This design comes from an exercise in tuning for small area and a short achievable clock period on the open sky130 flow, not from production work.
In this exercise RTL edits were held to simulation tests only and were not proved equivalent to the original.
Power figures rest on the tool's default switching activity, not on a simulated workload.

==> build 70 <==
// arm_datapath
module arm_datapath(
	input CLK,
	input CLR,
	input [18:0] Ctrl,           
	input [31:0] MemDataOut,     
	output [31:0] MemAddress,    
	output [31:0] MemDataIn,     
	output [31:0] IR,            
	output [3:0] FlagsOut,       
	output Cond                  
);
clock: 12.0 ns
lec_check: 0
cap_margin: 20
core_margin: 2
core_utilization: 40
setup_slack_margin: 5
slew_margin: 20
run.sh (not shown) runs the stock make flow with config.mk's settings and CLKGATE_MAP_FILE= SYNTH_SCRIPT=/design/flow/synth_recipe.tcl, a recipe that flattens the netlist after the stock synthesis.
==> build 26 (differences from build 70) <==
--- a/flow/design.v
+++ b/flow/design.v
@@ -57,71 +57,81 @@
 end
 wire [2:0] cls = IRq[27:25];
 wire isImmRot = (cls == 3'b001);
 wire isShift  = (cls == 3'b000) && !IRq[4];
 wire isBr     = (cls == 3'b101);
 wire [4:0] sh = IRq[11:7];
 wire [1:0] st = IRq[6:5];
-wire [4:0] ramt = (st == 2'b00) ? (5'd0 - sh) : sh;
-wire [31:0] r0 = PB;
+wire [4:0] ramt = isImmRot ? {1'b0, IRq[10:8], 1'b0} :
+                  (st == 2'b00) ? (5'd0 - sh) : sh;
+wire [31:0] r0 = isImmRot ? {24'h000000, IRq[7:0]} : PB;
 wire [31:0] r1 = ramt[0] ? {r0[0],    r0[31:1]}  : r0;
 wire [31:0] r2 = ramt[1] ? {r1[1:0],  r1[31:2]}  : r1;
 wire [31:0] r3 = ramt[2] ? {r2[3:0],  r2[31:4]}  : r2;
 wire [31:0] r4 = ramt[3] ? {r3[7:0],  r3[31:8]}  : r3;
 wire [31:0] r5 = ramt[4] ? {r4[15:0], r4[31:16]} : r4;
-reg [31:0] lomask, himask;
-integer j;
-always @(*) begin
-	for (j = 0; j < 32; j = j + 1) begin
-		lomask[j] = (j < sh);
-		himask[31 - j] = (j < sh);
-	end
-end
+wire [31:0] lomask = ~(32'hFFFFFFFF << sh);    
+wire [31:0] himask = ~(32'hFFFFFFFF >> sh);    
 wire [31:0] mzero = (st == 2'b00) ? lomask : (st == 2'b01) ? himask : 32'h00000000;
 wire [31:0] mone  = (st == 2'b10) ? himask : 32'h00000000;
-wire [31:0] shifted = (r5 & ~mzero) | mone;
-wire [31:0] imm32 = {24'h000000, IRq[7:0]};
-wire [3:0] rotimm = {IRq[10:8], 1'b0};
-wire [31:0] immrot = (imm32 >> rotimm) | (imm32 << (6'd32 - {2'b00, rotimm}));
-wire [31:0] K = isImmRot ? immrot :
-                isBr ? {{6{IRq[23]}}, IRq[23:0], 2'b00} :
-                {20'h00000, IRq[11:0]};
-wire [31:0] SO = isShift ? shifted : K;
+wire [31:0] K2 = isBr ? {{6{IRq[23]}}, IRq[23:0], 2'b00} : {20'h00000, IRq[11:0]};
+wire [31:0] keepv  = isShift ? ~mzero : {32{isImmRot}};
+wire [31:0] fillv = isShift ? mone : (isImmRot ? 32'h00000000 : K2);
+wire [31:0] SO = (r5 & keepv) | fillv;
 wire [31:0] A = PA;
-wire [31:0] B = (MB == 2'd0) ? PB : (MB == 2'd1) ? SO : (MB == 2'd2) ? MDR : 32'h00000000;
 wire [4:0] op = MD ? OPcu : {1'b0, IRq[24:21]};
 wire Cin = Cf;
-reg [31:0] Q;
-reg ci, invS, cinv, arith;
-reg [31:0] lres;
+reg invA, ci, invS, cinv, four;
+reg s_sum, s_and, s_xor, s_or, s_bic, s_mov, s_mvn, s_a;
 always @(*) begin
-	Q = B; ci = 1'b0; invS = 1'b0; cinv = 1'b0; arith = 1'b0; lres = 32'h00000000;
+	invA = 1'b0; ci = 1'b0; invS = 1'b0; cinv = 1'b0; four = 1'b0;
+	s_sum = 1'b0; s_and = 1'b0; s_xor = 1'b0; s_or = 1'b0;
+	s_bic = 1'b0; s_mov = 1'b0; s_mvn = 1'b0; s_a = 1'b0;
 	case (op)
-		5'd0, 5'd8:          lres = A & B;
-		5'd1, 5'd9:          lres = A ^ B;
-		5'd2, 5'd10: begin Q = ~B; ci = 1'b1; cinv = 1'b1; arith = 1'b1; end
-		5'd3:        begin Q = ~B; ci = 1'b0; invS = 1'b1; arith = 1'b1; end
-		5'd4, 5'd11, 5'd18: begin arith = 1'b1; end
-		5'd5:        begin ci = Cin; arith = 1'b1; end
-		5'd6:        begin Q = ~B; ci = Cin; cinv = 1'b1; arith = 1'b1; end
-		5'd7:        begin Q = ~B; ci = ~Cin; invS = 1'b1; arith = 1'b1; end
-		5'd12:               lres = A | B;
-		5'd13:               lres = B;
-		5'd14:               lres = A & ~B;
-		5'd15:               lres = ~B;
-		5'd16:               lres = A;
-		5'd17:       begin Q = 32'h00000004; arith = 1'b1; end
+		5'd0, 5'd8:          s_and = 1'b1;
+		5'd1, 5'd9:          s_xor = 1'b1;
+		5'd2, 5'd10: begin invA = 1'b1; ci = 1'b0; invS = 1'b1; s_sum = 1'b1; end
+		5'd3:        begin invA = 1'b1; ci = 1'b1; cinv = 1'b1; s_sum = 1'b1; end
+		5'd4, 5'd11, 5'd18:  s_sum = 1'b1;
+		5'd5:        begin ci = Cin; s_sum = 1'b1; end
+		5'd6:        begin invA = 1'b1; ci = ~Cin; invS = 1'b1; s_sum = 1'b1; end
+		5'd7:        begin invA = 1'b1; ci = Cin; cinv = 1'b1; s_sum = 1'b1; end
+		5'd12:               s_or = 1'b1;
+		5'd13:               s_mov = 1'b1;
+		5'd14:               s_bic = 1'b1;
+		5'd15:               s_mvn = 1'b1;
+		5'd16:               s_a = 1'b1;
+		5'd17:       begin four = 1'b1; s_sum = 1'b1; end
 		default: ;
 	endcase
 end
-wire [32:0] s = {1'b0, A} + {1'b0, Q} + {32'h00000000, ci};
-assign res = arith ? (s[31:0] ^ {32{invS}}) : lres;
-wire Cnew = arith & (s[32] ^ cinv);
+wire m0 = (MB == 2'd0) & ~four;
+wire m1 = (MB == 2'd1) & ~four;
+wire m2 = (MB == 2'd2) & ~four;
+wire [31:0] B = ({32{m0}} & PB) | ({32{m1}} & SO) | ({32{m2}} & MDR);
+wire [31:0] Q = B | {29'h0, four, 2'b00};
+wire [31:0] P = A ^ {32{invA}};
+wire [31:0] sum;
+wire co;
+alu_adder ADD(.P(P), .Q(Q), .ci(ci), .sum(sum), .co(co));
+wire [31:0] lres = ({32{s_and}} & (A & B)) |
+                   ({32{s_xor}} & (A ^ B)) |
+                   ({32{s_or}}  & (A | B)) |
+                   ({32{s_bic}} & (A & ~B)) |
+                   ({32{s_mov}} & B) |
+                   ({32{s_mvn}} & ~B) |
+                   ({32{s_a}}   & A);
+assign res = ({32{s_sum}} & (sum ^ {32{invS}})) | lres;
+wire Cnew = s_sum & (co ^ cinv);
 wire Nnew = res[31];
-wire Znew = (res == 32'h00000000);
+wire [31:0] t  = P ^ Q;
+wire [31:0] kf = {P[30:0] | Q[30:0], ci};
+wire [31:0] kr = {P[30:0] & Q[30:0], ci};
+wire zsum = invS ? &(t ^ kr) : &(~(t ^ kf));
+wire Znew = s_sum ? zsum : (lres == 32'h00000000);
 wire Vnew = Cin ^ Cnew;
 always @(posedge CLK) begin
 	if (CLR | FRLD) begin
 		Zf <= ~CLR & Znew;
 		Nf <= ~CLR & Nnew;
 		Cf <= ~CLR & Cnew;
 		Vf <= ~CLR & Vnew;
@@ -149,7 +159,12 @@
 		4'b1101: c = Zf | (Nf != Vf);
 		4'b1110: c = 1'b1;
 		default: c = 1'b0;
 	endcase
 end
 assign Cond = c;
 endmodule
+module alu_adder(input [31:0] P, input [31:0] Q, input ci, output [31:0] sum, output co);
+	wire [33:0] s2 = {1'b0, P, 1'b1} + {1'b0, Q, ci};
+	assign sum = s2[32:1];
+	assign co = s2[33];
+endmodule
==> flow/flow/run.sh (new file) <==
#!/bin/bash
set -euo pipefail
W=$(pwd)
# ORFS synth.tcl with the ABC script swapped right after its preamble, and a
# first ABC run on alu_adder alone with the speed script
sed -e "s#^source \$::env(SCRIPTS_DIR)/synth_preamble.tcl\$#&\nset abc_args_fast \$abc_args\nset abc_args [lreplace \$abc_args 1 1 $W/flow/abc_map.script]#" \
    -e "s#^  log_cmd abc {\*}\$abc_args\$#  log_cmd abc {*}\$abc_args_fast alu_adder\n&#" \
  "$FLOW_HOME/scripts/synth.tcl" > "$W/synth_mod.tcl"
grep -q "abc_map.script" "$W/synth_mod.tcl"
grep -q "abc_args_fast alu_adder" "$W/synth_mod.tcl"
# synth_recipe.tcl sourcing the modified synth.tcl
sed "s#^source \$::env(SCRIPTS_DIR)/synth.tcl\$#source $W/synth_mod.tcl#" \
  "$W/synth_recipe.tcl" > "$W/own_synth.tcl"
grep -q "synth_mod.tcl" "$W/own_synth.tcl"
# standard.sh with the synthesis script replaced
sed "s#$W/synth_recipe.tcl#$W/own_synth.tcl#g" "$W/standard.sh" > "$W/own_standard.sh"
grep -q "own_synth.tcl" "$W/own_standard.sh"
bash "$W/own_standard.sh" > "$W/flow_make.log" 2>&1
==> flow/flow/abc_map.script (new file) <==
strash
&get -n
&st
&dch
&nf -a
&put
topo
stime -c
==> flow/standard.sh (new file) <==
#!/bin/bash
# synth_recipe.tcl (not shown) runs the flow's synth.tcl, then flattens the netlist and writes it again
# the make line also repeats each setting of config.mk as NAME=value (left out here)
make -C /OpenROAD-flow-scripts/flow DESIGN_CONFIG=/design/flow/config.mk WORK_HOME=/design/flow/orfs CLKGATE_MAP_FILE= SYNTH_SCRIPT=/design/flow/synth_recipe.tcl "${@:-finish}"
Settings changed: CORE_UTILIZATION 40 to 55, SYNTH_HIERARCHICAL from default to 1.
removed: flow/run.sh
==> build 43 (differences from build 70) <==
Settings changed: CORE_UTILIZATION 40 to 30, SETUP_SLACK_MARGIN 5 to default.
==> comparison table <==
item	build 70	build 26	build 43
Result of the run	no timing/DRC/antenna violations	no timing/DRC/antenna violations	no timing/DRC/antenna violations
Cell repeated most along the worst path	buf_12	buf_12	-
Post-synthesis compound-gate area fraction	23.48%	24.08%	23.48%
Design area	0.04583 mm2	0.04440 mm2	0.04308 mm2
P_seq	0.00334 W	0.00317 W	0.00335 W
Die Footprint	0.09419 mm2	0.06585 mm2	0.1251 mm2
Clk_buf instances	84	77	80
Detailed placer's ending HPWL	114.5 mm	100.3 mm	116.8 mm
Mux share of post-synthesis cell area	7.241%	0.2460%	7.241%
Fraction of power spent switching nets	39.32%	39.59%	38.93%
Layout Nets	3683	3796	3536
Xor and xnor area share after synthesis	1.623%	3.319%	1.623%
Total placed cells including tap cells	4500	4181	4959
FMAX	131.7 MHz	142.1 MHz	94.27 MHz
Inverter count of the layout excluding clock inverters	61	109	61
Maximum number of pins on one net before global-route repair	56	73	56
Max stage delay cell, worst path	mux4_2	or3b_4	edfxtp_1
Post-route insts no fill	4796	4448	5091
Number of multi-input combinational cells in the layout	2373	2375	2369

-- static timing again, ports no longer ideal --
The results above use ideal ports. As a check the final layouts listed here were re-extracted and re-timed, cells and wires unchanged. Step 1: set_driving_cell puts a clkbuf_16 on CLK and a buf_2 on each other input, an assumption about the parent block. Step 2, shift: input delay + t, output delay - t, t = (earliest + latest rising clock arrival at the registers) / 2. This alone moves slack from input paths to output paths. Slacks: no drivers / after step 1 / after step 2; pairs: no drivers / after step 1.
run | t, ns | setup slack, ns | worst setup path after step 2 | worst register clock-pin slew, ns | cell pins on the clock port's net
build 70 | 0.702 | 4.408 / 4.408 / 3.823 | input to register | 0.07 / 0.07 | 1
build 26 | 0.704 | 4.964 / 4.951 / 4.247 | input to register | 0.07 / 0.07 | 1
build 43 | 0.718 | 1.392 / 1.392 / 1.392 | register to register | 0.07 / 0.07 | 1
After both steps setup and hold are still met in every run listed. The setup slack of build 26, which loses most, moves by -0.013 ns with the drivers and by -0.717 ns with both steps.
